This design comes from an exercise in tuning for small area and a short achievable clock period on the open sky130 flow, not from production work. Where RTL was checked, it was by simulation tests only, not by an equivalence proof against the original. No functional check of the RTL was part of runs 2 and 3. No activity file was given, so power comes from the tool's default toggle rates.

$ cat config.mk
export PLATFORM = sky130hd
export DESIGN_NAME = alu16_top
export DESIGN_NICKNAME = alu16_top
export VERILOG_FILES = /design/flow/design.v
export SDC_FILE = /design/flow/constraint.sdc
export NUM_CORES = 4
export LEC_CHECK = 0
export CAP_MARGIN = 0
export CORE_MARGIN = 2
export CORE_UTILIZATION = 55
export CTS_BUF_LIST = sky130_fd_sc_hd__clkbuf_4 sky130_fd_sc_hd__clkbuf_8
export SETUP_SLACK_MARGIN = 2.5
export SLEW_MARGIN = 0
export DONT_USE_CELLS += sky130_fd_sc_hd__ha_1 sky130_fd_sc_hd__ha_2 sky130_fd_sc_hd__ha_4
export BUFFER_PORTS_ARGS = -buffer_cell sky130_fd_sc_hd__buf_1
$ cat design.v
module fa1 (input a, input b, input ci, output s, output co);
  assign s = a ^ b ^ ci;
  assign co = (a & b) | (a & ci) | (b & ci);
endmodule
module ha1 (input a, input b, output s, output co);
  assign s = a ^ b;
  assign co = a & b;
endmodule
module adder16_7 (
    input [15:0] x,
    input [15:0] y,
    output [15:0] sum
  );
  wire [15:0] p = x ^ y;
  wire [15:0] g[0:4];
  wire [15:0] q[0:4];
  assign g[0] = x & y;
  assign q[0] = p;
  genvar l, i;
  generate for (l = 0; l < 4; l = l + 1) begin : g_lvl
    for (i = 0; i < 16; i = i + 1) begin : g_bit
      if ((i >> l) & 1) begin : g_op
        localparam integer J = ((i >> l) << l) - 1;
        assign g[l + 1][i] = g[l][i] | (q[l][i] & g[l][J]);
        assign q[l + 1][i] = q[l][i] & q[l][J];
      end else begin : g_pass
        assign g[l + 1][i] = g[l][i];
        assign q[l + 1][i] = q[l][i];
      end
    end
  end endgenerate
  assign sum = p ^ {g[4][14:0], 1'b0};
endmodule
module boolean16_9 (
    input [5:0] alufn,
    input [15:0] a,
    input [15:0] b,
    output [15:0] out
  );
  wire arith = alufn[5:4] == 2'b00;
  wire add   = arith & (alufn[1:0] == 2'b00);
  wire sub   = (arith & alufn[0]) | (alufn[5:4] == 2'b11);
  wire bl    = alufn[5:4] == 2'b01;
  wire f_and = bl & (alufn[3:0] == 4'h8);
  wire f_or  = bl & (alufn[3:0] == 4'he);
  wire f_xor = bl & (alufn[3:0] == 4'h6);
  wire f_a   = bl & (alufn[3:0] == 4'ha);
  wire t11 = add | f_and | f_or | f_a;
  wire t01 = add | f_or | f_xor;
  wire t10 = sub | f_or | f_xor | f_a;
  wire t00 = sub;
  genvar i;
  generate for (i = 0; i < 16; i = i + 1) begin : g_bit
    assign out[i] = a[i] ? (b[i] ? t11 : t10) : (b[i] ? t01 : t00);
  end endgenerate
endmodule
module compare16_10 (
    input force1,
    input ltd,
    input d15,
    output out
  );
  assign out = force1 | (ltd & d15);
endmodule
module shifter16_8 (
    input [4:0] s,
    output [15:0] fill
  );
  assign fill = s[4] ? 16'hffff : ~(16'hffff << s[3:0]);
endmodule
module bpp (input one, input two, input neg, input m1, input m0, output p);
  assign p = ((one & m1) | (two & m0)) ^ neg;
endmodule
module bppi (input one, input two, input neg, input m1, input m0, input inj, output p);
  assign p = ((one & m1) | (two & m0) | inj) ^ neg;
endmodule
module benc (input b2, input b1, input b0, input mul, input f1, input f2,
             output one, output two, output neg);
  assign one = (mul & (b1 ^ b0)) | f1;
  assign two = (mul & ((b2 & ~b1 & ~b0) | (~b2 & b1 & b0))) | f2;
  assign neg = mul & b2;
endmodule
module alu_3 (
    input  [5:0]  alufn,
    input  [15:0] a,
    input  [15:0] b,
    output [55:0] cs
  );
  wire [1:0] grp = alufn[5:4];
  wire arith = grp == 2'b00;
  wire mul   = arith & (alufn[1:0] == 2'b10);
  wire addl  = (arith & ~alufn[1]) | (grp == 2'b11);  
  wire subl  = (arith & alufn[0]) | (grp == 2'b11);   
  wire shen  = (grp == 2'b10) & ~(alufn[1] & ~alufn[0]);
  wire rsh   = (grp == 2'b10) & alufn[0];             
  wire sra   = rsh & alufn[1];
  wire [15:0] m;
  genvar gi;
  generate for (gi = 0; gi < 16; gi = gi + 1) begin : g_m
    assign m[gi] = rsh ? a[15 - gi] : a[gi];
  end endgenerate
  wire [15:0] opnd;
  boolean16_9 bu (.alufn(alufn), .a(a), .b(b), .out(opnd));
  wire [15:0] fillm;
  shifter16_8 sh (.s(b[4:0]), .fill(fillm));
  wire [15:0] yv = opnd | ({16{sra & a[15]}} & fillm);
  wire [16:0] bx = {b, 1'b0};
  wire [7:0] one, two, neg;
  generate for (gi = 0; gi < 8; gi = gi + 1) begin : g_booth
    wire hit = shen & ~b[4] & (b[3:1] == gi);
    benc u_enc (.b2(bx[2*gi+2]), .b1(bx[2*gi+1]), .b0(bx[2*gi]), .mul(mul),
                .f1((hit & ~b[0]) | ((gi == 0) & addl)), .f2(hit & b[0]),
                .one(one[gi]), .two(two[gi]), .neg(neg[gi]));
  end endgenerate
  wire [16:0] mx = {m, 1'b0};
  wire [15:0] pp0;
  generate for (gi = 0; gi < 16; gi = gi + 1) begin : g_pp0
    bpp u_pp (.one(one[0]), .two(two[0]), .neg(neg[0]), .m1(mx[gi + 1]), .m0(mx[gi]), .p(pp0[gi]));
  end endgenerate
  wire [13:0] pp1;
  generate for (gi = 0; gi < 14; gi = gi + 1) begin : g_pp1
    bppi u_pp (.one(one[1]), .two(two[1]), .neg(neg[1]), .m1(mx[gi + 1]), .m0(mx[gi]), .inj(yv[gi + 2]), .p(pp1[gi]));
  end endgenerate
  wire [11:0] pp2;
  generate for (gi = 0; gi < 12; gi = gi + 1) begin : g_pp2
    bpp u_pp (.one(one[2]), .two(two[2]), .neg(neg[2]), .m1(mx[gi + 1]), .m0(mx[gi]), .p(pp2[gi]));
  end endgenerate
  wire [9:0] pp3;
  generate for (gi = 0; gi < 10; gi = gi + 1) begin : g_pp3
    bpp u_pp (.one(one[3]), .two(two[3]), .neg(neg[3]), .m1(mx[gi + 1]), .m0(mx[gi]), .p(pp3[gi]));
  end endgenerate
  wire [7:0] pp4;
  generate for (gi = 0; gi < 8; gi = gi + 1) begin : g_pp4
    bpp u_pp (.one(one[4]), .two(two[4]), .neg(neg[4]), .m1(mx[gi + 1]), .m0(mx[gi]), .p(pp4[gi]));
  end endgenerate
  wire [5:0] pp5;
  generate for (gi = 0; gi < 6; gi = gi + 1) begin : g_pp5
    bpp u_pp (.one(one[5]), .two(two[5]), .neg(neg[5]), .m1(mx[gi + 1]), .m0(mx[gi]), .p(pp5[gi]));
  end endgenerate
  wire [3:0] pp6;
  generate for (gi = 0; gi < 4; gi = gi + 1) begin : g_pp6
    bpp u_pp (.one(one[6]), .two(two[6]), .neg(neg[6]), .m1(mx[gi + 1]), .m0(mx[gi]), .p(pp6[gi]));
  end endgenerate
  wire [1:0] pp7;
  generate for (gi = 0; gi < 2; gi = gi + 1) begin : g_pp7
    bpp u_pp (.one(one[7]), .two(two[7]), .neg(neg[7]), .m1(mx[gi + 1]), .m0(mx[gi]), .p(pp7[gi]));
  end endgenerate
  wire e0 = neg[0] | yv[0];
  wire cin = subl;
  wire s1, c2;
  fa1 u_s1 (.a(e0), .b(cin), .ci(pp0[0]), .s(s1), .co(c2));
  wire s3, c4;
  fa1 u_s3 (.a(neg[1]), .b(pp0[2]), .ci(pp1[0]), .s(s3), .co(c4));
  wire s5, c6;
  fa1 u_s5 (.a(neg[2]), .b(pp0[4]), .ci(pp1[2]), .s(s5), .co(c6));
  wire s7, c8;
  fa1 u_s7 (.a(pp0[5]), .b(pp1[3]), .ci(pp2[1]), .s(s7), .co(c8));
  wire s9, c10;
  fa1 u_s9 (.a(neg[3]), .b(pp0[6]), .ci(pp1[4]), .s(s9), .co(c10));
  wire s11, c12;
  fa1 u_s11 (.a(pp0[7]), .b(pp1[5]), .ci(pp2[3]), .s(s11), .co(c12));
  wire s13, c14;
  fa1 u_s13 (.a(neg[4]), .b(pp0[8]), .ci(pp1[6]), .s(s13), .co(c14));
  wire s15, c16;
  fa1 u_s15 (.a(pp2[4]), .b(pp3[2]), .ci(pp4[0]), .s(s15), .co(c16));
  wire s17, c18;
  fa1 u_s17 (.a(pp0[9]), .b(pp1[7]), .ci(pp2[5]), .s(s17), .co(c18));
  wire s19, c20;
  fa1 u_s19 (.a(neg[5]), .b(pp0[10]), .ci(pp1[8]), .s(s19), .co(c20));
  wire s21, c22;
  fa1 u_s21 (.a(pp2[6]), .b(pp3[4]), .ci(pp4[2]), .s(s21), .co(c22));
  wire s23, c24;
  fa1 u_s23 (.a(pp0[11]), .b(pp1[9]), .ci(pp2[7]), .s(s23), .co(c24));
  wire s25, c26;
  fa1 u_s25 (.a(pp3[5]), .b(pp4[3]), .ci(pp5[1]), .s(s25), .co(c26));
  wire s27, c28;
  fa1 u_s27 (.a(neg[6]), .b(pp0[12]), .ci(pp1[10]), .s(s27), .co(c28));
  wire s29, c30;
  fa1 u_s29 (.a(pp2[8]), .b(pp3[6]), .ci(pp4[4]), .s(s29), .co(c30));
  wire s31, c32;
  fa1 u_s31 (.a(pp0[13]), .b(pp1[11]), .ci(pp2[9]), .s(s31), .co(c32));
  wire s33, c34;
  fa1 u_s33 (.a(pp3[7]), .b(pp4[5]), .ci(pp5[3]), .s(s33), .co(c34));
  wire s35, c36;
  fa1 u_s35 (.a(neg[7]), .b(pp0[14]), .ci(pp1[12]), .s(s35), .co(c36));
  wire s37, c38;
  fa1 u_s37 (.a(pp2[10]), .b(pp3[8]), .ci(pp4[6]), .s(s37), .co(c38));
  wire s39, c40;
  fa1 u_s39 (.a(pp5[4]), .b(pp6[2]), .ci(pp7[0]), .s(s39), .co(c40));
  wire p41 = pp0[15] ^ pp1[13];
  wire p42 = pp2[11] ^ pp3[9];
  wire p43 = pp4[7] ^ pp5[5];
  wire p44 = pp6[3] ^ pp7[1];
  wire p45 = p41 ^ p42;
  wire p46 = p43 ^ p44;
  assign cs = {p46, p45, c40, c38, c36, s39, s37, s35, c34, c32, pp6[1], s33, s31, c30, c28, pp6[0], pp5[2], s29, s27, c26, c24, s25, s23, c22, c20, pp5[0], s21, s19, c18, pp4[1], pp3[3], s17, c16, c14, s15, s13, c12, pp3[1], s11, c10, pp3[0], pp2[2], s9, c8, s7, c6, pp2[0], s5, pp1[1], pp0[3], c4, s3, pp0[1], yv[1], c2, s1};
endmodule
module alu16_top (
    input clk,
    input [5:0] alufn,
    input [15:0] a,
    input [15:0] b,
    output reg [15:0] y
  );
  wire [55:0] cs;
  alu_3 alu (.alufn(alufn), .a(a), .b(b), .cs(cs));
  wire [1:0] grp = alufn[5:4];
  reg [55:0] cs_q;
  reg sel_sum_q, sel_rev_q, force_q, ltd_q;
  always @(posedge clk) begin
    cs_q <= cs;
    sel_sum_q <= ~grp[1] | (~grp[0] & ~alufn[0]);    
    sel_rev_q <= (grp == 2'b10) & alufn[0];           
    force_q <= (grp == 2'b11) & ((alufn[1] & (a == b)) | (alufn[2] & a[15] & ~b[15]));
    ltd_q <= (grp == 2'b11) & alufn[2] & ~(a[15] ^ b[15]);
  end
  wire s47, c48;
  ha1 u_s47 (.a(cs_q[22]), .b(cs_q[23]), .s(s47), .co(c48));
  wire s49, c50;
  ha1 u_s49 (.a(cs_q[27]), .b(cs_q[28]), .s(s49), .co(c50));
  wire s51, c52;
  ha1 u_s51 (.a(cs_q[31]), .b(cs_q[32]), .s(s51), .co(c52));
  wire s53, c54;
  fa1 u_s53 (.a(cs_q[35]), .b(cs_q[36]), .ci(cs_q[37]), .s(s53), .co(c54));
  wire s55, c56;
  ha1 u_s55 (.a(cs_q[38]), .b(cs_q[39]), .s(s55), .co(c56));
  wire s57, c58;
  fa1 u_s57 (.a(cs_q[41]), .b(cs_q[42]), .ci(cs_q[43]), .s(s57), .co(c58));
  wire s59, c60;
  ha1 u_s59 (.a(cs_q[44]), .b(cs_q[45]), .s(s59), .co(c60));
  wire s61, c62;
  fa1 u_s61 (.a(cs_q[46]), .b(cs_q[47]), .ci(cs_q[48]), .s(s61), .co(c62));
  wire s63, c64;
  ha1 u_s63 (.a(cs_q[49]), .b(cs_q[50]), .s(s63), .co(c64));
  wire s65, c66;
  ha1 u_s65 (.a(cs_q[12]), .b(cs_q[13]), .s(s65), .co(c66));
  wire s67, c68;
  ha1 u_s67 (.a(cs_q[16]), .b(cs_q[17]), .s(s67), .co(c68));
  wire s69, c70;
  ha1 u_s69 (.a(cs_q[19]), .b(cs_q[20]), .s(s69), .co(c70));
  wire s71, c72;
  fa1 u_s71 (.a(cs_q[24]), .b(cs_q[25]), .ci(cs_q[26]), .s(s71), .co(c72));
  wire s73, c74;
  fa1 u_s73 (.a(cs_q[29]), .b(cs_q[30]), .ci(c48), .s(s73), .co(c74));
  wire s75, c76;
  fa1 u_s75 (.a(cs_q[33]), .b(cs_q[34]), .ci(c50), .s(s75), .co(c76));
  wire s77, c78;
  fa1 u_s77 (.a(cs_q[40]), .b(c52), .ci(s55), .s(s77), .co(c78));
  wire s79, c80;
  fa1 u_s79 (.a(c56), .b(s59), .ci(c54), .s(s79), .co(c80));
  wire s81, c82;
  fa1 u_s81 (.a(c60), .b(s63), .ci(c58), .s(s81), .co(c82));
  wire s83, c84;
  ha1 u_s83 (.a(cs_q[1]), .b(cs_q[2]), .s(s83), .co(c84));
  wire s85, c86;
  ha1 u_s85 (.a(cs_q[5]), .b(cs_q[6]), .s(s85), .co(c86));
  wire s87, c88;
  ha1 u_s87 (.a(cs_q[8]), .b(cs_q[9]), .s(s87), .co(c88));
  wire s89, c90;
  ha1 u_s89 (.a(cs_q[10]), .b(cs_q[11]), .s(s89), .co(c90));
  wire s91, c92;
  fa1 u_s91 (.a(cs_q[14]), .b(cs_q[15]), .ci(s65), .s(s91), .co(c92));
  wire s93, c94;
  fa1 u_s93 (.a(cs_q[18]), .b(c66), .ci(s67), .s(s93), .co(c94));
  wire s95, c96;
  fa1 u_s95 (.a(cs_q[21]), .b(c68), .ci(s69), .s(s95), .co(c96));
  wire s97, c98;
  fa1 u_s97 (.a(s47), .b(c70), .ci(s71), .s(s97), .co(c98));
  wire s99, c100;
  fa1 u_s99 (.a(s49), .b(c72), .ci(s73), .s(s99), .co(c100));
  wire s101, c102;
  fa1 u_s101 (.a(s51), .b(c74), .ci(s75), .s(s101), .co(c102));
  wire s103, c104;
  fa1 u_s103 (.a(s53), .b(c76), .ci(s77), .s(s103), .co(c104));
  wire s105, c106;
  fa1 u_s105 (.a(s57), .b(c78), .ci(s79), .s(s105), .co(c106));
  wire s107, c108;
  fa1 u_s107 (.a(s61), .b(c80), .ci(s81), .s(s107), .co(c108));
  wire p109 = cs_q[51] ^ cs_q[52];
  wire p110 = cs_q[53] ^ cs_q[54];
  wire p111 = cs_q[55] ^ p109;
  wire p112 = p110 ^ c64;
  wire p113 = p111 ^ c62;
  wire p114 = p112 ^ p113;
  wire p115 = p114 ^ c82;
  wire p116 = p115 ^ c108;
  wire [15:0] sx = {p116, c106, c104, c102, c100, c98, c96, c94, c92, c90, c88, c86, cs_q[7], cs_q[4], cs_q[3], cs_q[0]};
  wire [15:0] sy = {1'b0, s107, s105, s103, s101, s99, s97, s95, s93, s91, s89, s87, s85, c84, s83, 1'b0};
  wire [15:0] sum;
  adder16_7 add (.x(sx), .y(sy), .sum(sum));
  wire cmp;
  compare16_10 comp (.force1(force_q), .ltd(ltd_q), .d15(sum[15]), .out(cmp));
  wire [15:0] rv;
  assign rv[15] = cs_q[0];
  assign rv[14] = cs_q[1] | cs_q[2] | cs_q[3];
  assign rv[13] = cs_q[4];
  assign rv[12] = cs_q[5] | cs_q[6] | cs_q[7];
  assign rv[11] = cs_q[8] | cs_q[9];
  assign rv[10] = cs_q[10] | cs_q[11];
  assign rv[9] = cs_q[12] | cs_q[13] | cs_q[14] | cs_q[15];
  assign rv[8] = cs_q[16] | cs_q[17] | cs_q[18];
  assign rv[7] = cs_q[19] | cs_q[20] | cs_q[21];
  assign rv[6] = cs_q[22] | cs_q[23] | cs_q[24] | cs_q[25] | cs_q[26];
  assign rv[5] = cs_q[27] | cs_q[28] | cs_q[29] | cs_q[30];
  assign rv[4] = cs_q[31] | cs_q[32] | cs_q[33] | cs_q[34];
  assign rv[3] = cs_q[35] | cs_q[36] | cs_q[37] | cs_q[38] | cs_q[39] | cs_q[40];
  assign rv[2] = cs_q[41] | cs_q[42] | cs_q[43] | cs_q[44] | cs_q[45];
  assign rv[1] = cs_q[46] | cs_q[47] | cs_q[48] | cs_q[49] | cs_q[50];
  assign rv[0] = cs_q[51] | cs_q[52] | cs_q[53] | cs_q[54] | cs_q[55];
  wire [15:0] res = ({16{sel_sum_q}} & sum) | ({16{sel_rev_q}} & rv) |
                    {15'd0, cmp};
  always @(posedge clk) begin
    y <= res;
  end
endmodule
$ cat flow/run.sh
#!/bin/bash
# Standard layout (the standard.sh) with two changes to its settings:
# half-adder cells are kept out of synthesis (abc maps half adders to plain
# gates), and the port buffers are the smallest buffer cell.  The tools'
# output goes to standard.log here.
set -e
cat >> "$FLOW_CONFIG" <<'EOC'
export DONT_USE_CELLS += sky130_fd_sc_hd__ha_1 sky130_fd_sc_hd__ha_2 sky130_fd_sc_hd__ha_4
export BUFFER_PORTS_ARGS = -buffer_cell sky130_fd_sc_hd__buf_1
EOC
bash standard.sh > standard.log 2>&1
$ cat constraint.sdc
create_clock -name core_clock -period 6.5 [get_ports {clk}]
set_input_delay 1.3000 -clock core_clock [delete_from_list [all_inputs] [get_ports {clk}]]
set_output_delay 1.3000 -clock core_clock [all_outputs]
set_load 0.01 [all_outputs]
$ cat standard.sh
#!/bin/bash
# synth_recipe.tcl (not shown) runs the flow's synth.tcl, then flattens the netlist and writes it again
# the make line also repeats each setting of config.mk as NAME=value (left out here)
make -C /OpenROAD-flow-scripts/flow DESIGN_CONFIG=/design/flow/config.mk WORK_HOME=/design/flow/orfs CLKGATE_MAP_FILE= SYNTH_SCRIPT=/design/flow/synth_recipe.tcl "${@:-finish}"
==> results of run 1 <==
==> power groups by stage <==
stage | Combinational [uW] | Sequential [uW] | Clock, uW
6_report | 651 | 596 | 378
5_1_grt | 728 | 604 | 401
4_1_cts | 647 | 595 | 384
3_5_place_dp | 636 | 606 | 0
3_3_place_gp | 618 | 606 | 0
2_1_floorplan | 470 | 615 | 0
==> state kept, by name, indices dropped and copies added (netlist names) <==
name,count
cs_q,56
force_q,1
ltd_q,1
sel_rev_q,1
sel_sum_q,1
y,16
==> stage by stage <==
stage          cell area, sq um  utilization [%]
4_1_cts                    6980             61.2
3_3_place_gp               6640             58.1
6_report                   7030             61.5
2_1_floorplan              6420                -
5_1_grt                    7030             61.5
3_5_place_dp               6640             58.1
==> kinds of logic after synthesis <==
| family | share of synthesized area (%) |
|---|---|
| AOI/OAI and AO/OA | 23.0 |
| xor gates and xnor gates | 18.9 |
| buffers and inverters | 5.75 |
| and+or+nand+nor | 12.6 |
| adders and majority gates | 13.2 |
| muxes | 2.81 |
| DFF | 23.7 |
==> worst paths after layout <==
kind / from / to / slack (ps) / cells after the start
worst max register to register: cs_q[26] / y[15] / 3050 / 10
worst min register to register: cs_q[21] / y[7] / 480 / 2
worst min-delay path: cs_q[21] / y[7] / 480 / 2
worst max-delay path: b[1] / cs_q[38] / 2620 / 6
==> cells in the mapped netlist, types with 4 or more instances <==
cell type | count | area, sq um
o31ai_1 | 5 | 37.5
o221ai_1 | 9 | 78.8
and2_1 | 6 | 37.5
fa_1 | 40 | 801
a21oi_1 | 37 | 185
xor2_1 | 38 | 333
nor2_1 | 42 | 158
a211oi_1 | 6 | 45.0
o22ai_1 | 62 | 388
nor2b_1 | 6 | 37.5
buf_2 | 7 | 35.0
o21ai_0 | 46 | 230
a22oi_1 | 8 | 60.1
nand2_1 | 57 | 214
clkbuf_1 | 44 | 165
mux2i_1 | 18 | 180
nor3_1 | 7 | 35.0
and3_1 | 4 | 25.0
nand2b_1 | 4 | 25.0
xnor2_1 | 97 | 850
a32oi_1 | 7 | 61.3
dfxtp_1 | 76 | 1520
maj3_2 | 4 | 45.0
o21a_1 | 5 | 37.5
a31oi_1 | 9 | 56.3
nand3_1 | 6 | 30.0
inv_1 | 37 | 139
or4_1 | 5 | 37.5
==> cell usage in the layout, fill, tap and decap left out, drive strengths merged, types with 4 or more instances in the layout <==
cell,netlist,layout
xnor2,97,97
dfxtp,76,76
buf,11,65
o22ai,62,62
nand2,59,59
o21ai,51,51
nor2,42,42
inv,39,42
fa,40,40
xor2,40,40
a21oi,37,37
mux2i,18,18
clkbuf,44,11
o221ai,10,10
a31oi,9,9
a22oi,9,9
nor3,7,7
a32oi,7,7
a211oi,6,6
and2,6,6
nor2b,6,6
o31ai,6,6
o21a,6,6
nand3,6,6
or4,5,5
and3,5,5
nand2b,4,4
maj3,4,4
or2,4,4
nor4,4,4
nor3b,4,4
==> routing by layer <==
layer	GRT usage [%]	routed length, um
met1	39.4	8050
met2	49.6	8660
met3	3.35	1060
met4	18.6	944
met5	0	0
==> layout make-up <==
type                            instances  area (sq um)
Multi-Input combinational cell        584          4640
Fill cell                            1037          4390
Sequential cell                        76          1520
Timing Repair Buffer                   68           329
Tap cell                              143           179
Inverter                               39           150
Clock buffer                            9           124
Clock inverter                          7          80.1
==> worst reg2reg max path: cells and delay by family, from the launching register on <==
kind | cells | cell delay (ps)
flops | 1 | 330
compound gates | 4 | 830
fa+ha+maj | 5 | 2080
simple gates | 1 | 90
==> repair_timing <==
action | in CTS | in global routing
setup endpoints to repair | 41 | 35
gates resized for setup | 16 | 8
pin swaps | 0 | 0
buffers inserted | 6 | 0
==> results.sh, run 1 <==
export IMPL_placementRows=39
export IMPL_crit_chain="clkdlybuf4s15_1 > and3_1 > a22oi_1 > o22ai_1 > xnor2_1 > fa_1"
export IMPL_internal_power_uw=1000
export IMPL_drtAntennaViolNets=0
export IMPL_fin_crit_ps=3880
export IMPL_track_usage_pct=30.6
export IMPL_synth_area_sq_um=6420
export IMPL_cp_end_kind="flip-flop"
export IMPL_combPwrFrac_pct=40.1
export IMPL_ys_seq_area_share_pct=23.7
export IMPL_clkPwrFrac_pct=23.3
export IMPL_finalWorstSetupSlack_ps=2620
export IMPL_finalCritPeriodShare_pct=59.6
export IMPL_fin_setup_tns_ps=0
export IMPL_crit_slowest_cell="a22oi_1"
export IMPL_antenna_found_initial=0
export IMPL_grt_overflow_total=0
export IMPL_slowest_delay_ps=830
export IMPL_synthArstFlopShare_pct=0
export IMPL_synth_fp_nets=833
export IMPL_rsz0062_at_grt="no"
export IMPL_yosys_warnings=2
export IMPL_crit_required_ps=6750
export IMPL_maxSlewHeadroom_pct=31.6
export IMPL_slew_viol_final=0
export IMPL_io_buffers=54
export IMPL_cts_sinks=76
export IMPL_grt_max_degree=23
export IMPL_dieArea_sq_um=12500
export IMPL_layout_drive_gt1_share_pct=9.07
export IMPL_fmax_mhz=258
export IMPL_clockBufferDepth=2
export IMPL_p_per_area_nw_per_um2=231
export IMPL_core_area_sq_um=11400
export IMPL_skew_ps=14.9
export IMPL_cap_violations=0
export IMPL_synth_seq_cells=76
export IMPL_start_util_pct=56.2
export IMPL_p_seq_share_pct=36.6
export IMPL_drt_iter0_markers=411
export IMPL_crit_type="in -> reg"
export IMPL_nNetsFinal=857
export IMPL_final_cell_count_no_fill=926
export IMPL_syn_inst=754
export IMPL_grt_pass1_wl_mm=30.1
export IMPL_placedCellCount=904
export IMPL_arrival_ps=4120
export IMPL_power_switching_uw=623
export IMPL_clk_pin_slew_worst_paths_ps=90
export IMPL_post_synth_num_cell_types=68
export IMPL_routabilityCongestion=0.951
export IMPL_syn_area_per_cell_sq_um=8.51
export IMPL_cts_hold_buf=0
export IMPL_worstMarginPinSlew_ps=1030
export IMPL_fin_total_pwr_uw=1630
export IMPL_crit_path_max_fanout=18
export IMPL_switching_share_pct=38.3
export IMPL_clockRootBuffer="clkbuf_8"
export IMPL_diodes=0
export IMPL_synth_ff_type="dfxtp_1"
export IMPL_drc=0
export IMPL_setup_violations=0
export IMPL_vias=5743
export IMPL_startpoint_type="input port"
export IMPL_h_tree_depth=3
export IMPL_worst_ir_drop_vdd_mv=0.240
export IMPL_place_ws_ps=1640
export IMPL_wl_mm=18.7
export IMPL_cts_buffers=9
export IMPL_critical_path_top_delay_family="compound AO/OA/AOI/OAI gates"
export IMPL_hold_viol_final=0
export IMPL_synth_edf_count=0
export IMPL_status="complete, no violations"
export IMPL_hp_class="reg -> reg"
export IMPL_p_leak_uw=0.00262
export IMPL_chipWidth_um=112
export IMPL_dp_hpwl_mm=14.0
export IMPL_wl_per_cell_um=20.2
export IMPL_firstDrtPassIters=6
export IMPL_area_growth_pct=9.52
export IMPL_first_global_vias=5737
export IMPL_whs_ps=484
export IMPL_crit_buf_inv=1
export IMPL_drt_vias_per_instance=6.20
export IMPL_die_y_um=112
export IMPL_io_pins=55
export IMPL_clock_latency_ps=370
export IMPL_cts_tree="built"
==> inputs of run 2 (changes only) <==
--- a/design.v
+++ b/design.v
@@ -72,7 +72,7 @@
   assign p = ((one & m1) | (two & m0)) ^ neg;
 endmodule
 module bppi (input one, input two, input neg, input m1, input m0, input inj, output p);
-  assign p = ((one & m1) | (two & m0) | inj) ^ neg;
+  assign p = (((one & m1) | (two & m0)) ^ neg) | inj;
 endmodule
 module benc (input b2, input b1, input b0, input mul, input f1, input f2,
              output one, output two, output neg);
--- a/config.mk
+++ b/config.mk
@@ -9,7 +9,7 @@
 export CORE_MARGIN = 2
 export CORE_UTILIZATION = 55
 export CTS_BUF_LIST = sky130_fd_sc_hd__clkbuf_4 sky130_fd_sc_hd__clkbuf_8
-export SETUP_SLACK_MARGIN = 2.5
+export SETUP_SLACK_MARGIN = 3.0
 export SLEW_MARGIN = 0
 export DONT_USE_CELLS += sky130_fd_sc_hd__ha_1 sky130_fd_sc_hd__ha_2 sky130_fd_sc_hd__ha_4
 export BUFFER_PORTS_ARGS = -buffer_cell sky130_fd_sc_hd__buf_1
==> run 2 against run 1 <==
- maximum frequency grew 13%
- sequential power grew 2%
- clock-buffer cell count grew 3
- die area grew 2.1%
- first-iteration DRC count grew 27%
- critical path depth grew 2
- routed wire length grew 0.84%
- design area grew 4.7%
- core utilization grew 2.4 points
- worst hold slack lost 15 ps
==> results.sh, run 2 <==
export IMPL_status="complete, no violations"
export IMPL_maxSlewHeadroom_pct=50.8
export IMPL_antenna_found_initial=0
export IMPL_drt_iter0_markers=524
export IMPL_cts_sinks=76
export IMPL_dieArea_sq_um=12800
export IMPL_start_util_pct=56.9
export IMPL_core_area_sq_um=11500
export IMPL_worst_ir_drop_vdd_mv=0.101
export IMPL_setup_violations=0
export IMPL_track_usage_pct=31.0
export IMPL_io_pins=55
export IMPL_synth_fp_nets=802
export IMPL_largest_register_ffs=56
export IMPL_synth_ff_type="dfxtp_1"
export IMPL_die_y_um=113
export IMPL_combPwrFrac_pct=42.8
export IMPL_fmax_mhz=291
export IMPL_ys_seq_area_share_pct=23.2
export IMPL_crit_type="in -> reg"
export IMPL_first_global_vias=5737
export IMPL_drtAntennaViolNets=0
export IMPL_layout_common_cells="100 x xnor2_1, 75 x dfxtp_1, 63 x o22ai_1"
export IMPL_p_per_area_nw_per_um2=243
export IMPL_crit_required_ps=6720
export IMPL_grt_max_degree=23
export IMPL_fin_total_pwr_uw=1790
export IMPL_area_growth_pct=12.2
export IMPL_cp_end_kind="flip-flop"
export IMPL_routabilityCongestion=0.947
export IMPL_worstMarginPinSlew_ps=737
export IMPL_synthArstFlopShare_pct=0
export IMPL_synth_area_sq_um=6560
export IMPL_power_switching_uw=663
export IMPL_slew_viol_final=0
export IMPL_p_seq_share_pct=34.1
export IMPL_syn_area_per_cell_sq_um=9.08
export IMPL_synth_edf_count=0
export IMPL_arrival_ps=3660
export IMPL_yosysTopAreaCell="dfxtp_1"
export IMPL_seqCellArea_sq_um=1520
export IMPL_clock_latency_ps=350
export IMPL_switching_share_pct=37.1
export IMPL_p_leak_uw=0.00273
export IMPL_fin_crit_ps=3440
export IMPL_synth_seq_cells=76
export IMPL_rsz0062_at_grt="yes"
export IMPL_grt_pass1_wl_mm=30.8
export IMPL_vias=5715
export IMPL_largestRegisters="cs_q x56, y x16"
export IMPL_nFillCells=1007
export IMPL_fin_setup_tns_ps=0
export IMPL_dp_hpwl_mm=14.3
export IMPL_clk_pin_slew_worst_paths_ps=80
export IMPL_yosys_warnings=2
export IMPL_startpoint_type="input port"
export IMPL_crit_path_max_fanout=18
export IMPL_chipWidth_um=113
export IMPL_post_synth_num_cell_types=72
export IMPL_diodes=0
export IMPL_drt_vias_per_instance=6.28
export IMPL_nNetsFinal=842
export IMPL_layout_commonest_cell="xnor2_1"
export IMPL_multi_input_area_sq_um=4880
export IMPL_finalCritPeriodShare_pct=52.9
export IMPL_synth_common_cells="100 x xnor2_1, 76 x dfxtp_1, 66 x o22ai_1"
export IMPL_clockBufferDepth=2
export IMPL_internal_power_uw=1130
export IMPL_placementRows=39
export IMPL_h_tree_depth=3
export IMPL_cts_tree="built"
export IMPL_wl_mm=18.9
export IMPL_regMostFlops="cs_q"
export IMPL_clkPwrFrac_pct=23.1
export IMPL_skew_ps=10.2
export IMPL_yosysTopAreaCellShare_pct=23.2
export IMPL_synth_area_leaders="dfxtp_1 23%, xnor2_1 13%, fa_1 13%"
export IMPL_layout_drive_gt1_share_pct=15.4
export IMPL_hold_viol_final=0
export IMPL_clockRootBuffer="clkbuf_8"
export IMPL_cap_violations=0
export IMPL_wl_per_cell_um=20.7
export IMPL_grt_overflow_total=0
export IMPL_yosysMostFrequentCell="xnor2_1"
export IMPL_drc=0
export IMPL_io_buffers=54
export IMPL_hp_class="reg -> reg"
export IMPL_cts_buffers=9
export IMPL_syn_inst=722
export IMPL_whs_ps=469
export IMPL_firstDrtPassIters=16
[run 2: changes by cell type after synthesis, sizes merged, moves of 6 or more]
cell,delta
buf,+7
mux4,+15
o211ai,+12
o21ai,-20
nand4,+6
a31oi,-7
a21oi,-16
o221ai,-10
clkbuf,-17
nand2,-16
[run 2: per-layer routing]
metal / wire (um) / vias to the layer above / GRT usage, %
met4: 734 / 0 / 14.1
met5: 0 / - / 0
met3: 1450 / 48 / 4.82
met1: 7530 / 2719 / 39.4
li1: - / 2644 / -
met2: 9160 / 304 / 52.2
[run 2: logic make-up after synthesis]
family,after synthesis,synth area share [%]
xor+xnor,136,18.2
fa+ha+maj,48,13.7
mux,37,8.59
flops,76,23.2
simple gates,156,12.5
buf+inv,88,5.48
compound gates,181,18.4
[run 2: what timing repair did]
item	CTS	global route
pin swaps	0	1
resized for setup	32	24
setup endpoints to repair	46	42
setup buffers	11	1
hold buffers	0	0
[run 2: path summary, 6_finish.rpt]
kind              depth (start not counted)  endpoint  startpoint  slack (ps)
hold reg to reg                           1      y[0]       ltd_q         470
setup / recovery                          8  cs_q[17]    alufn[4]        3060
setup reg to reg                         11     y[15]    cs_q[37]        3120
hold / removal                            1      y[0]       ltd_q         470
[run 2: through the flow]
step	util (%)	setup WS [ps]	cells	cell area, sq um
6_report	63.9	3060	910	7360
5_1_grt	63.9	2950	910	7360
4_1_cts	63.4	2970	909	7300
3_5_place_dp	59.2	1900	882	6820
3_3_place_gp	59.2	1990	882	6820
2_1_floorplan	-	2990	722	6580
[run 2: power by group through the flow]
stage	Sequential [uW]	Clock [uW]	Combinational (uW)
3_5_place_dp	619	0	717
3_3_place_gp	618	0	690
5_1_grt	618	441	851
2_1_floorplan	624	0	522
4_1_cts	608	424	738
6_report	609	414	765
[run 2: worst max-delay path, cell delays in order]
cell	delay, ps
clkbuf_2	220
nand3b_1	140
buf_4	410
mux2i_4	540
o22ai_1	200
xnor2_1	190
nand3_1	140
fa_1	490
[run 2: final cells by class]
class                      count  area share (%)
clock buffer                  12            2.24
clock inverter                 4           0.952
inverter                      43            2.24
multi-input combinational    558            66.3
sequential                    76            20.7
tap                          143            2.43
timing repair buffer          74            5.10
==> inputs of run 3 (changes only) <==
--- a/config.mk
+++ b/config.mk
@@ -9,7 +9,7 @@
 export CORE_MARGIN = 2
 export CORE_UTILIZATION = 55
 export CTS_BUF_LIST = sky130_fd_sc_hd__clkbuf_4 sky130_fd_sc_hd__clkbuf_8
-export SETUP_SLACK_MARGIN = 3.0
+export SETUP_SLACK_MARGIN = 2.85
 export SLEW_MARGIN = 0
 export DONT_USE_CELLS += sky130_fd_sc_hd__ha_1 sky130_fd_sc_hd__ha_2 sky130_fd_sc_hd__ha_4
 export BUFFER_PORTS_ARGS = -buffer_cell sky130_fd_sc_hd__buf_1
==> run 3 against run 2 <==
- still clean on timing, DRC and antenna
- flip-flop and latch count is the same
- final cell count decreased by 0.22%
- register-to-register slack worse by 100 ps
- area after synthesis is the same
- design area decreased by 1.1%
- synthesized cell count did not move
- sequential share of layout area grew 0.21 points
- non-clock buffer count decreased by 2
- maximum frequency fell by 4.0%
- clock power down 5.6%
- die area unchanged
- critical endpoint is now cs_q[43]
==> results.sh, run 3 <==
export IMPL_io_buffers=54
export IMPL_regMostFlops="cs_q"
export IMPL_firstDrtPassIters=16
export IMPL_start_util_pct=56.9
export IMPL_rsz0062_at_grt="yes"
export IMPL_h_tree_depth=3
export IMPL_arrival_ps=3810
export IMPL_critical_path_top_delay_family="compound AO/OA/AOI/OAI gates"
export IMPL_cts_sinks=76
export IMPL_synth_seq_cells=76
export IMPL_chipWidth_um=113
export IMPL_io_pins=55
export IMPL_wl_per_cell_um=20.3
export IMPL_nNetsFinal=840
export IMPL_first_global_vias=5581
export IMPL_yosys_warnings=2
export IMPL_worstMarginPinSlew_ps=784
export IMPL_drtAntennaViolNets=0
export IMPL_use_met3_pct=3.54
export IMPL_maxSlewHeadroom_pct=47.8
export IMPL_drt_vias_per_instance=6.31
export IMPL_startpoint_type="input port"
export IMPL_drt_iter0_markers=556
export IMPL_syn_inst=722
export IMPL_wl_mm=18.5
export IMPL_synth_fp_nets=802
export IMPL_clk_pin_slew_worst_paths_ps=80
export IMPL_post_synth_num_cell_types=72
export IMPL_setup_violations=0
export IMPL_worst_ir_drop_vdd_mv=0.118
export IMPL_clockBufferDepth=2
export IMPL_layout_commonest_cell="xnor2_1"
export IMPL_grt_overflow_total=0
export IMPL_slowest_delay_ps=630
export IMPL_synth_area_sq_um=6560
export IMPL_p_leak_uw=0.00269
export IMPL_p_per_area_nw_per_um2=241
export IMPL_synth_edf_count=0
export IMPL_fin_setup_tns_ps=0
export IMPL_slew_viol_final=0
export IMPL_final_cell_count_no_fill=908
export IMPL_fmax_mhz=279
export IMPL_yosysTopAreaCell="dfxtp_1"
export IMPL_synth_common_cells="100 x xnor2_1, 76 x dfxtp_1, 66 x o22ai_1"
export IMPL_skew_ps=6.33
export IMPL_layout_drive_gt1_share_pct=13.1
export IMPL_core_area_sq_um=11500
export IMPL_yosysMostFrequentCell="xnor2_1"
export IMPL_vias=5730
export IMPL_crit_required_ps=6730
export IMPL_crit_chain="buf_1 > or2_4 > nor3_2 > a32oi_2 > o22ai_1 > xnor2_1 > fa_1"
export IMPL_cts_tree="built"
export IMPL_largestRegisters="cs_q x56, y x16"
export IMPL_routabilityCongestion=0.927
export IMPL_crit_path_max_fanout=11
export IMPL_fin_crit_ps=3580
export IMPL_diodes=0
export IMPL_hold_viol_final=0
export IMPL_synthArstFlopShare_pct=0
export IMPL_status="complete, no violations"
export IMPL_dieArea_sq_um=12800
export IMPL_clock_latency_ps=350
export IMPL_cap_violations=0
export IMPL_nFillCells=983
export IMPL_antenna_found_initial=0
export IMPL_grt_max_degree=23
export IMPL_gr_usage_met1_pct=38.2
export IMPL_drc=0
export IMPL_ys_seq_area_share_pct=23.2
export IMPL_track_usage_pct=29.7
export IMPL_grt_pass1_wl_mm=29.6
export IMPL_placedCellCount=883
export IMPL_cts_buffers=9
export IMPL_grt_busiest_layer="met2"
export IMPL_crit_type="in -> reg"
export IMPL_synth_area_leaders="dfxtp_1 23%, xnor2_1 13%, fa_1 13%"
export IMPL_crit_buf_inv=1
export IMPL_cp_end_kind="flip-flop"
export IMPL_finalCritPeriodShare_pct=55.1
export IMPL_placementRows=39
export IMPL_syn_area_per_cell_sq_um=9.08
export IMPL_hp_class="reg -> reg"
export IMPL_area_growth_pct=11.0
export IMPL_dp_hpwl_mm=14.0
export IMPL_clockRootBuffer="clkbuf_8"
export IMPL_largest_register_ffs=56
export IMPL_crit_slowest_cell="a32oi_2"
export IMPL_use_met2_pct=49.2
export IMPL_die_y_um=113
export IMPL_layout_common_cells="100 x xnor2_1, 76 x dfxtp_1, 66 x o22ai_1"
export IMPL_synth_ff_type="dfxtp_1"
export IMPL_yosysTopAreaCellShare_pct=23.2
export IMPL_cts_hold_buf=0
## run 3: cell counts after synthesis
No cell type changed its count.
## run 3: path summary, 6_finish.rpt
kind,slack (ps),startpoint,cells past startpoint,end
max reg2reg,3020,cs_q[37],11,y[15]
max,2920,b[3],7,cs_q[43]
min,480,ltd_q,1,y[0]
min reg2reg,480,ltd_q,1,y[0]
## run 3: repair_timing
action,CTS,global route
gates cloned,0,0
endpoints found under the setup margin,44,39
setup buffers,2,7
pin swaps,0,3
endpoints found under the hold margin,0,0
resized for setup,17,21
## run 3: per-layer routing
| metal | share of wire (%) | vias to the layer above |
|---|---|---|
| met5 | 0 | - |
| met4 | 4.1 | 0 |
| met3 | 6.3 | 50 |
| met2 | 49 | 299 |
| met1 | 41 | 2747 |
| li1 | - | 2634 |
## run 3: per-stage QoR
step | area [sq um] | hold slack, ps | setup WS (ps) | total power, uW | utilization (%)
after CTS | 7140 | 477 | 2830 | 1730 | 62.0
after detailed placement | 6810 | 455 | 2000 | 1330 | 59.1
final | 7280 | 478 | 2920 | 1750 | 63.2
after global routing | 7280 | 497 | 2850 | 1880 | 63.2
after global placement | 6810 | 447 | 2070 | 1310 | 59.1
after floorplan | 6560 | 437 | 2950 | 1150 | -
## run 3: logic make-up (layout without fill, tap and decap cells)
group | count (synthesis) | in the layout | synth area share (%)
xor+xnor | 136 | 136 | 18.2
fa+ha+maj | 48 | 48 | 13.7
buf+inv | 88 | 131 | 5.48
mux | 37 | 37 | 8.59
flops | 76 | 76 | 23.2
simple gates | 156 | 156 | 12.5
compound gates | 181 | 181 | 18.4
## run 3: power breakdown
group,total (uW),leakage [uW],switching [uW],internal [uW]
clock network,391,0.000106,171,220
registers,607,0.000629,54.0,553
logic,754,0.00196,432,322
total,1750,0.00269,657,1100
## run 3: layout make-up
type                            count  area [sq um]  share of cell area (%)
Tap cell                          143           179                    2.46
Inverter                           43           161                    2.22
Clock buffer                       10           131                    1.81
Multi-Input combinational cell    558          4820                    66.2
Clock inverter                      6          88.8                    1.22
Timing Repair Buffer               72           375                    5.16
Sequential cell                    76          1520                    20.9
## run 3: worst register-to-register path, delay by kind of cell, from the launching register on
family | cells | cell delay (ps)
fa+ha+maj | 4 | 1790
compound gates | 3 | 590
simple gates | 2 | 510
flops | 1 | 360
buf+inv | 2 | 120
==> inputs of run 4 (changes only) <==
--- a/design.v
+++ b/design.v
@@ -72,7 +72,7 @@
   assign p = ((one & m1) | (two & m0)) ^ neg;
 endmodule
 module bppi (input one, input two, input neg, input m1, input m0, input inj, output p);
-  assign p = (((one & m1) | (two & m0)) ^ neg) | inj;
+  assign p = ((one & m1) | (two & m0) | inj) ^ neg;
 endmodule
 module benc (input b2, input b1, input b0, input mul, input f1, input f2,
              output one, output two, output neg);
--- a/config.mk
+++ b/config.mk
@@ -7,9 +7,9 @@
 export LEC_CHECK = 0
 export CAP_MARGIN = 0
 export CORE_MARGIN = 2
-export CORE_UTILIZATION = 55
+export CORE_UTILIZATION = 45
 export CTS_BUF_LIST = sky130_fd_sc_hd__clkbuf_4 sky130_fd_sc_hd__clkbuf_8
-export SETUP_SLACK_MARGIN = 2.85
+export SETUP_SLACK_MARGIN = 2.9
 export SLEW_MARGIN = 0
 export DONT_USE_CELLS += sky130_fd_sc_hd__ha_1 sky130_fd_sc_hd__ha_2 sky130_fd_sc_hd__ha_4
 export BUFFER_PORTS_ARGS = -buffer_cell sky130_fd_sc_hd__buf_1
==> run 4 against run 3 <==
- flip-flop and latch count unchanged
- clock-buffer cell count down 1
- sequential power down 2%
- sequential share of layout area about the same
- worst hold slack better by 10 ps
- die area up 19%
- setup slack better by 45 ps
- register-to-register slack better by 110 ps
- critical path type unchanged
- still clean
- via count up 2.0%
- synthesized cell count up 4.4%
- clock skew up 5.9 ps
- non-clock buffer count up 13
==> results.sh, run 4 <==
export IMPL_status="complete, no violations"
export IMPL_syn_area_per_cell_sq_um=8.51
export IMPL_fin_crit_ps=3540
export IMPL_yosysTopAreaCellShare_pct=23.7
export IMPL_crit_chain="clkbuf_2 > inv_2 > nor4_4 > buf_4 > buf_4 > o21a_1 > a21oi_4 > nor2_1 > a211oi_1 > o21ai_0 > xnor2_1 > fa_1"
export IMPL_p_per_area_nw_per_um2=226
export IMPL_nFillCells=1322
export IMPL_core_area_sq_um=13900
export IMPL_whs_ps=488
export IMPL_drtAntennaViolNets=0
export IMPL_placementRows=43
export IMPL_h_tree_depth=3
export IMPL_crit_required_ps=6740
export IMPL_clockBufferDepth=2
export IMPL_synth_seq_cells=76
export IMPL_clockRootBuffer="clkbuf_8"
export IMPL_critical_path_top_delay_family="compound AO/OA/AOI/OAI gates"
export IMPL_grt_max_degree=23
export IMPL_synth_fp_nets=833
export IMPL_wl_mm=19.3
export IMPL_firstDrtPassIters=8
export IMPL_drc=0
export IMPL_layout_common_cells="97 x xnor2_1, 76 x dfxtp_1, 62 x o22ai_1"
export IMPL_cts_tree="built"
export IMPL_antenna_found_initial=0
export IMPL_synth_edf_count=0
export IMPL_crit_type="in -> reg"
export IMPL_track_usage_pct=25.7
export IMPL_io_buffers=54
export IMPL_syn_inst=754
export IMPL_drt_vias_per_instance=5.96
export IMPL_hold_viol_final=0
export IMPL_layout_commonest_cell="xnor2_1"
export IMPL_dieArea_sq_um=15200
export IMPL_drt_iter0_markers=502
export IMPL_maxSlewHeadroom_pct=47.6
export IMPL_startpoint_type="input port"
export IMPL_dp_hpwl_mm=14.1
export IMPL_clk_pin_slew_worst_paths_ps=90
export IMPL_worst_ir_drop_vdd_mv=0.148
export IMPL_layout_drive_gt1_share_pct=13.0
export IMPL_ys_seq_area_share_pct=23.7
export IMPL_crit_path_max_fanout=8
export IMPL_wl_per_cell_um=19.6
export IMPL_crit_slowest_cell="fa_1"
export IMPL_io_pins=55
export IMPL_cp_end_kind="flip-flop"
export IMPL_crit_buf_inv=4
export IMPL_synthArstFlopShare_pct=0
export IMPL_arrival_ps=3780
export IMPL_synth_common_cells="97 x xnor2_1, 76 x dfxtp_1, 62 x o22ai_1"
export IMPL_cts_buffers=9
export IMPL_setup_violations=0
export IMPL_vias=5842
export IMPL_yosysTopAreaCell="dfxtp_1"
export IMPL_slew_viol_final=0
export IMPL_skew_ps=12.3
export IMPL_crit_path_frequent_cell="buf_4"
export IMPL_diodes=0
export IMPL_regMostFlops="cs_q"
export IMPL_worstMarginPinSlew_ps=764
export IMPL_start_util_pct=46.2
export IMPL_grt_pass1_wl_mm=29.8
export IMPL_cap_violations=0
export IMPL_clock_latency_ps=370
export IMPL_rsz0062_at_grt="no"
export IMPL_chipWidth_um=123
export IMPL_slowest_delay_ps=470
export IMPL_hp_class="reg -> reg"
export IMPL_cts_sinks=76
export IMPL_fin_setup_tns_ps=0
export IMPL_yosys_warnings=2
export IMPL_die_y_um=123
export IMPL_post_synth_num_cell_types=68
export IMPL_routabilityCongestion=0.980
export IMPL_fmax_mhz=283
export IMPL_largestRegisters="cs_q x56, y x16"
export IMPL_cts_hold_buf=0
export IMPL_yosysMostFrequentCell="xnor2_1"
export IMPL_grt_overflow_total=0
export IMPL_synth_area_leaders="dfxtp_1 24%, xnor2_1 13%, fa_1 12%"
export IMPL_synth_ff_type="dfxtp_1"
export IMPL_finalCritPeriodShare_pct=54.4
export IMPL_largest_register_ffs=56
export IMPL_synth_area_sq_um=6420
export IMPL_first_global_vias=5532
export IMPL_p_leak_uw=0.00272
export IMPL_nNetsFinal=875
export IMPL_area_growth_pct=13.5
## run 4: changes by cell type in the layout (fill, tap and decap cells not counted), sizes merged, moves of 5 or more
cell / previous run / this run
o211ai: 15 / 3
nand2: 43 / 59
mux4: 15 / 0
and2: 11 / 6
buf: 67 / 81
a31oi: 2 / 9
o221ai: 0 / 10
nand4: 7 / 1
a21oi: 21 / 38
a32oi: 2 / 7
o21ai: 31 / 51
## run 4: metal layers
layer	GRT usage [%]	wire length (um)	share of wire, %	vias up
met3	2.31	1240	6.4	48
li1	-	-	-	2738
met5	0	0	0	-
met4	10.2	658	3.4	0
met1	34.8	8360	43	2763
met2	42.2	9000	47	293
## run 4: layout make-up
class                   instances  area, sq um  share of cell area (%)
clock buffers                   9          124                    1.70
multi-input cells             585         4710                    64.6
flip-flops and latches         76         1520                    20.9
repair buffers                 85          474                    6.51
well taps                     180          225                    3.09
inverters                      39          150                    2.06
clock inverters                 7         81.3                    1.12
## run 4: what timing repair did
| item | CTS | global route |
|---|---|---|
| pin swaps | 1 | 3 |
| endpoints found under the hold margin | 0 | 0 |
| setup buffers | 12 | 11 |
| setup endpoints to repair | 47 | 37 |
| gates cloned | 0 | 1 |
| gates resized for setup | 27 | 13 |
## run 4: worst reg2reg max path: stages, from the launching register on
cell and delay [ps]:
dfxtp_1 330, fa_1 550, fa_1 510, maj3_2 340
maj3_2 310, maj3_2 350, o21a_4 150, a22oi_4 210
nor4b_2 240, a21oi_1 90, a41oi_1 220
## run 4: cells by family (layout without fill, tap and decap cells)
group                      Yosys count  count (layout)  synth area share [%]
AOI/OAI and AO/OA                  224             225                  23.0
xor gates and xnor gates           137             137                  18.9
adders and majority gates           44              44                  13.2
buffers and inverters               94             140                  5.75
DFF                                 76              76                  23.7
muxes                               18              18                  2.81
and+or+nand+nor                    161             161                  12.6
## run 4: final timing paths
check / startpoint / end / slack, ps / cells past startpoint
hold / removal: cs_q[21] / y[7] / 490 / 2
setup / recovery: alufn[1] / cs_q[37] / 2960 / 12
hold reg to reg: cs_q[21] / y[7] / 490 / 2
setup reg to reg: cs_q[26] / y[15] / 3130 / 10
## run 4: metrics by stage
stage	setup slack [ps]	cells	area (sq um)	total power, uW	utilization (%)
detailed placement	1650	941	6690	1250	48.2
CTS	2830	969	7150	1640	51.5
finish	2960	981	7280	1640	52.5
global route	2850	981	7280	1750	52.5
global placement	1770	941	6690	1230	48.2
floorplan	2870	754	6430	1090	-
## run 4: power breakdown
group          internal [uW]  switching (uW)
Clock                    183             197
Sequential               546            48.1
Combinational            282             387
Total                   1010             632
==> inputs of run 5 (changes only) <==
--- a/config.mk
+++ b/config.mk
@@ -7,7 +7,7 @@
 export LEC_CHECK = 0
 export CAP_MARGIN = 0
 export CORE_MARGIN = 2
-export CORE_UTILIZATION = 45
+export CORE_UTILIZATION = 62
 export CTS_BUF_LIST = sky130_fd_sc_hd__clkbuf_4 sky130_fd_sc_hd__clkbuf_8
 export SETUP_SLACK_MARGIN = 2.9
 export SLEW_MARGIN = 0
==> run 5 against run 4 <==
- global-route usage is 8.2 points higher
- die area is 27% lower
- total power is 1.2% lower
- clock-buffer cell count is the same
- sequential share of layout area rose by 0.21 points
- flip-flop and latch count unchanged
- clock power down 7.1%
- critical path type unchanged
- critical endpoint is now cs_q[8]
- largest cell class unchanged
- highest routed layer unchanged
==> results.sh, run 5 <==
export IMPL_status="complete, no violations"
export IMPL_worstMarginPinSlew_ps=818
export IMPL_cts_buffers=9
export IMPL_fin_setup_tns_ps=0
export IMPL_slew_viol_final=0
export IMPL_vias=5864
export IMPL_skew_ps=4.63
export IMPL_area_growth_pct=12.5
export IMPL_p_leak_uw=0.00272
export IMPL_drt_iter0_markers=619
export IMPL_startpoint_type="input port"
export IMPL_placementRows=37
export IMPL_ys_seq_area_share_pct=23.7
export IMPL_yosysMostFrequentCell="xnor2_1"
export IMPL_p_per_area_nw_per_um2=225
export IMPL_first_global_vias=5604
export IMPL_cp_end_kind="flip-flop"
export IMPL_grt_max_degree=23
export IMPL_use_met2_pct=58.2
export IMPL_crit_buf_inv=3
export IMPL_fin_crit_ps=3510
export IMPL_final_cell_count_no_fill=930
export IMPL_critPathLaunch="alufn[4]"
export IMPL_grt_overflow_total=0
export IMPL_io_pins=55
export IMPL_chipWidth_um=106
export IMPL_critical_path_top_delay_family="simple AND/OR/NAND/NOR gates"
export IMPL_yosysTopAreaCellShare_pct=23.7
export IMPL_slowest_delay_ps=470
export IMPL_layout_drive_gt1_share_pct=12.5
export IMPL_crit_path_max_fanout=14
export IMPL_cts_sinks=76
export IMPL_maxSlewHeadroom_pct=43.9
export IMPL_fmax_mhz=285
export IMPL_syn_inst=754
export IMPL_crit_chain="buf_2 > and2b_1 > nand2_4 > clkinvlp_4 > buf_4 > nand3_4 > o22ai_1 > a211oi_2 > o221ai_1 > xnor2_1 > fa_1"
export IMPL_start_util_pct=63.0
export IMPL_setup_violations=0
export IMPL_synth_area_leaders="dfxtp_1 24%, xnor2_1 13%, fa_1 12%"
export IMPL_synth_simple_area_share_pct=12.6
export IMPL_hp_class="reg -> reg"
export IMPL_cts_hold_buf=0
export IMPL_synth_edf_count=0
export IMPL_firstDrtPassIters=7
export IMPL_worst_ir_drop_vdd_mv=0.154
export IMPL_grt_pass1_wl_mm=29.5
export IMPL_clk_pin_slew_worst_paths_ps=80
export IMPL_gr_usage_met1_pct=43.6
export IMPL_largest_register_ffs=56
export IMPL_dieArea_sq_um=11200
export IMPL_synthArstFlopShare_pct=0
export IMPL_synth_seq_cells=76
export IMPL_finalCritPeriodShare_pct=54.0
export IMPL_synth_fa_ha_area_share_pct=13.2
export IMPL_cap_violations=0
export IMPL_synth_top_family_by_area="compound AO/OA/AOI/OAI gates"
export IMPL_nNetsFinal=868
export IMPL_arrival_ps=3740
export IMPL_synth_area_sq_um=6420
export IMPL_largestRegisters="cs_q x56, y x16"
export IMPL_drc=0
export IMPL_die_y_um=106
export IMPL_synthMuxAreaShare_pct=2.81
export IMPL_wl_per_cell_um=20.0
export IMPL_io_buffers=54
export IMPL_yosys_warnings=2
export IMPL_routabilityCongestion=0.942
export IMPL_layout_commonest_cell="xnor2_1"
export IMPL_regMostFlops="cs_q"
export IMPL_use_met3_pct=2.91
export IMPL_antenna_found_initial=0
export IMPL_rsz0062_at_grt="yes"
export IMPL_min_from="cs_q[21]"
export IMPL_wl_mm=18.6
export IMPL_crit_required_ps=6730
export IMPL_post_synth_num_cell_types=68
export IMPL_synth_compound_gate_area_share_pct=23.0
export IMPL_cts_tree="built"
export IMPL_drt_vias_per_instance=6.31
export IMPL_crit_slowest_cell="fa_1"
export IMPL_dp_hpwl_mm=13.7
export IMPL_place_ws_ps=1690
export IMPL_synth_fp_nets=833
export IMPL_synth_xor_area_share_pct=18.9
export IMPL_syn_area_per_cell_sq_um=8.51
export IMPL_reg2reg_from="cs_q[26]"
export IMPL_grt_busiest_layer="met2"
export IMPL_clock_latency_ps=350
export IMPL_clockRootBuffer="clkbuf_8"
export IMPL_synth_ff_type="dfxtp_1"
export IMPL_synth_common_cells="97 x xnor2_1, 76 x dfxtp_1, 62 x o22ai_1"
export IMPL_crit_type="in -> reg"
export IMPL_h_tree_depth=3
export IMPL_hold_viol_final=0
export IMPL_clockBufferDepth=2
export IMPL_yosysTopAreaCell="dfxtp_1"
export IMPL_track_usage_pct=33.9
export IMPL_drtAntennaViolNets=0
export IMPL_core_area_sq_um=10200
export IMPL_layout_common_cells="97 x xnor2_1, 75 x dfxtp_1, 62 x o22ai_1"
export IMPL_finalWorstSetupSlack_ps=2990
export IMPL_placedCellCount=896
export IMPL_diodes=0
==> run 5: cell counts after synthesis <==
Identical to the previous run, type by type.
==> run 5: layout make-up <==
| type | instances | area [sq um] |
|---|---|---|
| Sequential cell | 76 | 1520 |
| Multi-Input combinational cell | 584 | 4720 |
| Timing Repair Buffer | 79 | 467 |
| Clock buffer | 9 | 124 |
| Tap cell | 136 | 170 |
| Fill cell | 825 | 2970 |
| Clock inverter | 7 | 66.3 |
| Inverter | 39 | 150 |
==> run 5: cells by family after synthesis <==
| family | count (synthesis) |
|---|---|
| AOI/OAI and AO/OA | 224 |
| xor gates and xnor gates | 137 |
| adders and majority gates | 44 |
| buffers and inverters | 94 |
| DFF | 76 |
| muxes | 18 |
| and+or+nand+nor | 161 |
==> run 5: final timing paths <==
kind	to	slack (ps)	cells past startpoint
worst max-delay path	cs_q[8]	2990	11
worst min-delay path	y[7]	500	2
worst max register to register	y[15]	3080	10
worst min register to register	y[7]	500	2
==> run 5: report_power, final <==
part | switching [uW] | internal (uW)
Sequential | 49.3 | 547
Combinational | 390 | 284
Clock | 177 | 176
==> run 5: what timing repair did <==
| action | in CTS | in global routing |
|---|---|---|
| endpoints found under the setup margin | 46 | 41 |
| buffers inserted | 12 | 6 |
| pin swaps | 2 | 0 |
| resized for setup | 36 | 12 |
==> run 5: worst min-delay path, stage by stage (launching register included) <==
cell,delay [ps]
dfxtp_1,330
o31ai_1,70
nand2_1,60
==> run 5: per-layer routing <==
layer	share of wire, %	vias up
met3	6.4	50
li1	-	2719
met1	41	2792
met4	3.8	0
met5	0	-
met2	49	303
==> run 5: metrics by stage <==
step / hold WS (ps) / cell area, sq um / utilization, % / total power (uW)
floorplan: 438 / 6430 / - / 1090
global placement: 465 / 6630 / 65.1 / 1220
detailed placement: 473 / 6630 / 65.1 / 1250
CTS: 494 / 7110 / 69.8 / 1620
global route: 528 / 7220 / 70.8 / 1720
finish: 495 / 7220 / 70.8 / 1620
==> inputs of run 6 (changes only) <==
--- a/config.mk
+++ b/config.mk
@@ -7,9 +7,9 @@
 export LEC_CHECK = 0
 export CAP_MARGIN = 0
 export CORE_MARGIN = 2
-export CORE_UTILIZATION = 62
+export CORE_UTILIZATION = 55
 export CTS_BUF_LIST = sky130_fd_sc_hd__clkbuf_4 sky130_fd_sc_hd__clkbuf_8
-export SETUP_SLACK_MARGIN = 2.9
+export SETUP_SLACK_MARGIN = 3.0
 export SLEW_MARGIN = 0
 export DONT_USE_CELLS += sky130_fd_sc_hd__ha_1 sky130_fd_sc_hd__ha_2 sky130_fd_sc_hd__ha_4
 export BUFFER_PORTS_ARGS = -buffer_cell sky130_fd_sc_hd__buf_1
==> run 6 against run 5 <==
- sequential share of layout area down 0.44 points
- total power rose by 1.8%
- sequential power barely moved
- combinational power increased by 1%
- critical path type unchanged
==> results.sh, run 6 <==
export IMPL_synth_common_cells="97 x xnor2_1, 76 x dfxtp_1, 62 x o22ai_1"
export IMPL_power_switching_uw=616
export IMPL_dp_hpwl_mm=13.8
export IMPL_die_y_um=112
export IMPL_syn_area_per_cell_sq_um=8.51
export IMPL_hold_viol_final=0
export IMPL_finalWorstSetupSlack_ps=3040
export IMPL_fmax_mhz=289
export IMPL_combPwrFrac_pct=41.4
export IMPL_placed_area_sq_um=6660
export IMPL_synth_fp_nets=833
export IMPL_grt_max_degree=23
export IMPL_dieArea_sq_um=12500
export IMPL_synthMuxAreaShare_pct=2.81
export IMPL_h_tree_depth=3
export IMPL_wl_mm=19.1
export IMPL_antenna_found_initial=0
export IMPL_nFillCells=1028
export IMPL_grt_pass1_wl_mm=29.9
export IMPL_p_seq_share_pct=36.2
export IMPL_holdPathStages=2
export IMPL_post_synth_num_cell_types=68
export IMPL_critPathLaunch="alufn[4]"
export IMPL_synth_area_leaders="dfxtp_1 24%, xnor2_1 13%, fa_1 12%"
export IMPL_routabilityCongestion=0.935
export IMPL_reg2reg_depth=11
export IMPL_synth_xor_area_share_pct=18.9
export IMPL_ys_seq_area_share_pct=23.7
export IMPL_drtAntennaViolNets=0
export IMPL_crit_required_ps=6740
export IMPL_cts_sinks=76
export IMPL_track_usage_pct=30.3
export IMPL_crit_cells=12
export IMPL_largestRegisters="cs_q x56, y x16"
export IMPL_setup_violations=0
export IMPL_cap_violations=0
export IMPL_layout_common_cells="96 x xnor2_1, 75 x dfxtp_1, 62 x o22ai_1"
export IMPL_drt_iter0_markers=563
export IMPL_hp_class="reg -> reg"
export IMPL_yosys_warnings=2
export IMPL_crit_type="in -> reg"
export IMPL_cts_buffers=9
export IMPL_core_area_sq_um=11400
export IMPL_placementRows=39
export IMPL_slowest_delay_ps=460
export IMPL_synth_area_sq_um=6420
export IMPL_wl_per_cell_um=20.3
export IMPL_clk_pin_slew_worst_paths_ps=80
export IMPL_crit_slowest_cell="fa_1"
export IMPL_yosysTopAreaCellShare_pct=23.7
export IMPL_yosysMostFrequentCell="xnor2_1"
export IMPL_grt_overflow_total=0
export IMPL_layout_drive_gt1_share_pct=13.8
export IMPL_chipWidth_um=112
export IMPL_worst_ir_drop_vdd_mv=0.219
export IMPL_status="complete, no violations"
export IMPL_p_per_area_nw_per_um2=224
export IMPL_clock_latency_ps=360
export IMPL_multi_input_area_sq_um=4740
export IMPL_synth_compound_gate_area_share_pct=23.0
export IMPL_clockBufferDepth=2
export IMPL_synth_top_family_by_area="compound AO/OA/AOI/OAI gates"
export IMPL_fin_crit_ps=3460
export IMPL_firstDrtPassIters=5
export IMPL_slew_viol_final=0
export IMPL_seqCellArea_sq_um=1520
export IMPL_maxSlewHeadroom_pct=47.8
export IMPL_yosysTopAreaCell="dfxtp_1"
export IMPL_finalCritPeriodShare_pct=53.2
export IMPL_clockRootBuffer="clkbuf_8"
export IMPL_internal_power_uw=1040
export IMPL_worstMarginPinSlew_ps=761
export IMPL_cts_tree="built"
export IMPL_crit_buf_inv=2
export IMPL_syn_inst=754
export IMPL_diodes=0
export IMPL_arrival_ps=3700
export IMPL_drc=0
export IMPL_io_buffers=54
export IMPL_synth_edf_count=0
export IMPL_skew_ps=12.8
export IMPL_synth_seq_cells=76
export IMPL_synthArstFlopShare_pct=0
export IMPL_io_pins=55
export IMPL_p_leak_uw=0.00278
export IMPL_synth_fa_ha_area_share_pct=13.2
export IMPL_layout_commonest_cell="xnor2_1"
export IMPL_rsz0062_at_grt="yes"
export IMPL_first_global_vias=5657
export IMPL_drt_vias_per_instance=6.23
export IMPL_startpoint_type="input port"
export IMPL_crit_chain="clkbuf_4 > and2b_2 > o21ai_4 > nor3_2 > o21a_1 > a21oi_1 > buf_6 > nor2_1 > a211oi_2 > o21ai_1 > xnor2_1 > fa_1"
export IMPL_vias=5887
export IMPL_min_from="cs_q[34]"
export IMPL_fin_setup_tns_ps=0
export IMPL_clkPwrFrac_pct=22.5
export IMPL_regMostFlops="cs_q"
export IMPL_final_util_pct=64.6
export IMPL_start_util_pct=56.2
export IMPL_area_growth_pct=14.9
export IMPL_largest_register_ffs=56
export IMPL_nNetsFinal=876
export IMPL_synth_simple_area_share_pct=12.6
export IMPL_switching_share_pct=37.3
export IMPL_place_ws_ps=1700
export IMPL_post_route_cell_area_sq_um=7370
export IMPL_crit_path_max_fanout=14
export IMPL_reg2reg_from="cs_q[28]"
export IMPL_cp_end_kind="flip-flop"
export IMPL_synth_ff_type="dfxtp_1"
export IMPL_whs_ps=497
export IMPL_critical_path_top_delay_family="compound AO/OA/AOI/OAI gates"
## run 6: routing by layer
metal | GRT usage (%) | vias to the layer above | share of wire (%)
met5 | 0 | - | 0
met4 | 15.2 | 0 | 4.2
met3 | 4.27 | 65 | 7.6
met2 | 50.7 | 306 | 48
met1 | 38.6 | 2783 | 41
li1 | - | 2733 | -
## run 6: path summary, 6_finish.rpt
check | endpoint | slack (ps)
hold / removal | y[4] | 500
hold reg to reg | y[4] | 500
setup / recovery | cs_q[37] | 3040
setup reg to reg | y[15] | 3170
## run 6: cell families after synthesis
logic type               after synthesis
buffers and inverters                 94
AND/OR/NAND/NOR                      161
flip-flops                            76
AO/OA/AOI/OAI                        224
adder cells (fa/ha/maj)               44
XOR/XNOR                             137
multiplexers                          18
## run 6: metrics by stage
stage               instances  power, uW
finish                    945       1650
global route              945       1750
CTS                       942       1640
detailed placement        903       1250
global placement          903       1230
floorplan                 754       1090
## run 6: final cells by class
type	instances	share of cell area, %
clock buffer	11	1.97
multi-input combinational	585	64.3
sequential	76	20.7
tap	143	2.43
timing repair buffer	86	7.81
clock inverter	5	0.832
inverter	39	2.04
## run 6: worst min-delay path, delay by kind of cell (launching register included)
kind	cells	cell delay (ps)
flip-flops	1	330
AO/OA/AOI/OAI	2	150
## run 6: power groups by stage
stage / sequential (uW) / combinational (uW) / clock, uW
floorplan: 615 / 473 / 0
global placement: 606 / 622 / 0
detailed placement: 607 / 640 / 0
CTS: 596 / 668 / 375
global route: 605 / 754 / 391
finish: 597 / 683 / 372
## run 6: timing repair
| item | in CTS | in global routing |
|---|---|---|
| pin swaps | 2 | 4 |
| buffers inserted | 23 | 2 |
| gates resized for setup | 36 | 18 |
| cloned | 0 | 1 |
| endpoints found under the setup margin | 48 | 36 |
| hold buffers | 0 | 0 |

-- static timing again, ports no longer ideal --
How much do the figures lean on ideal ports? The routed layouts below were timed once more, with nothing changed but the port constraints. Step 1, drivers: a clkbuf_16 drives clk and a buf_2 each remaining input, both assumed. Step 2, shift: input delay + t, output delay - t, t = (earliest + latest rising clock arrival at the registers) / 2. This alone moves slack from input paths to output paths. Slacks: ideal / step 1 / step 2; pairs: ideal / step 1.
run | t, ns | setup slack, ns | hold WS [ns] | worst setup path at the end | slew at the worst register clock pin (ns)
run 1 | 0.388 | 2.624 / 2.629 / 2.241 | 0.484 / 0.484 / 0.484 | input to register | 0.09 / 0.09
run 2 | 0.376 | 3.061 / 3.070 / 2.694 | 0.469 / 0.469 / 0.469 | input to register | 0.08 / 0.08
run 3 | 0.380 | 2.919 / 2.931 / 2.552 | 0.478 / 0.478 / 0.478 | input to register | 0.08 / 0.08
run 4 | 0.393 | 2.965 / 2.976 / 2.583 | 0.488 / 0.488 / 0.488 | input to register | 0.09 / 0.09
run 5 | 0.374 | 2.988 / 2.998 / 2.624 | 0.495 / 0.495 / 0.495 | input to register | 0.08 / 0.08
run 6 | 0.384 | 3.043 / 3.052 / 2.669 | 0.497 / 0.497 / 0.497 | input to register | 0.08 / 0.08
After both steps setup and hold are still met in every run listed. For run 1, which loses most, drivers alone change the setup slack by +0.005 ns; drivers and shift together by -0.383 ns.
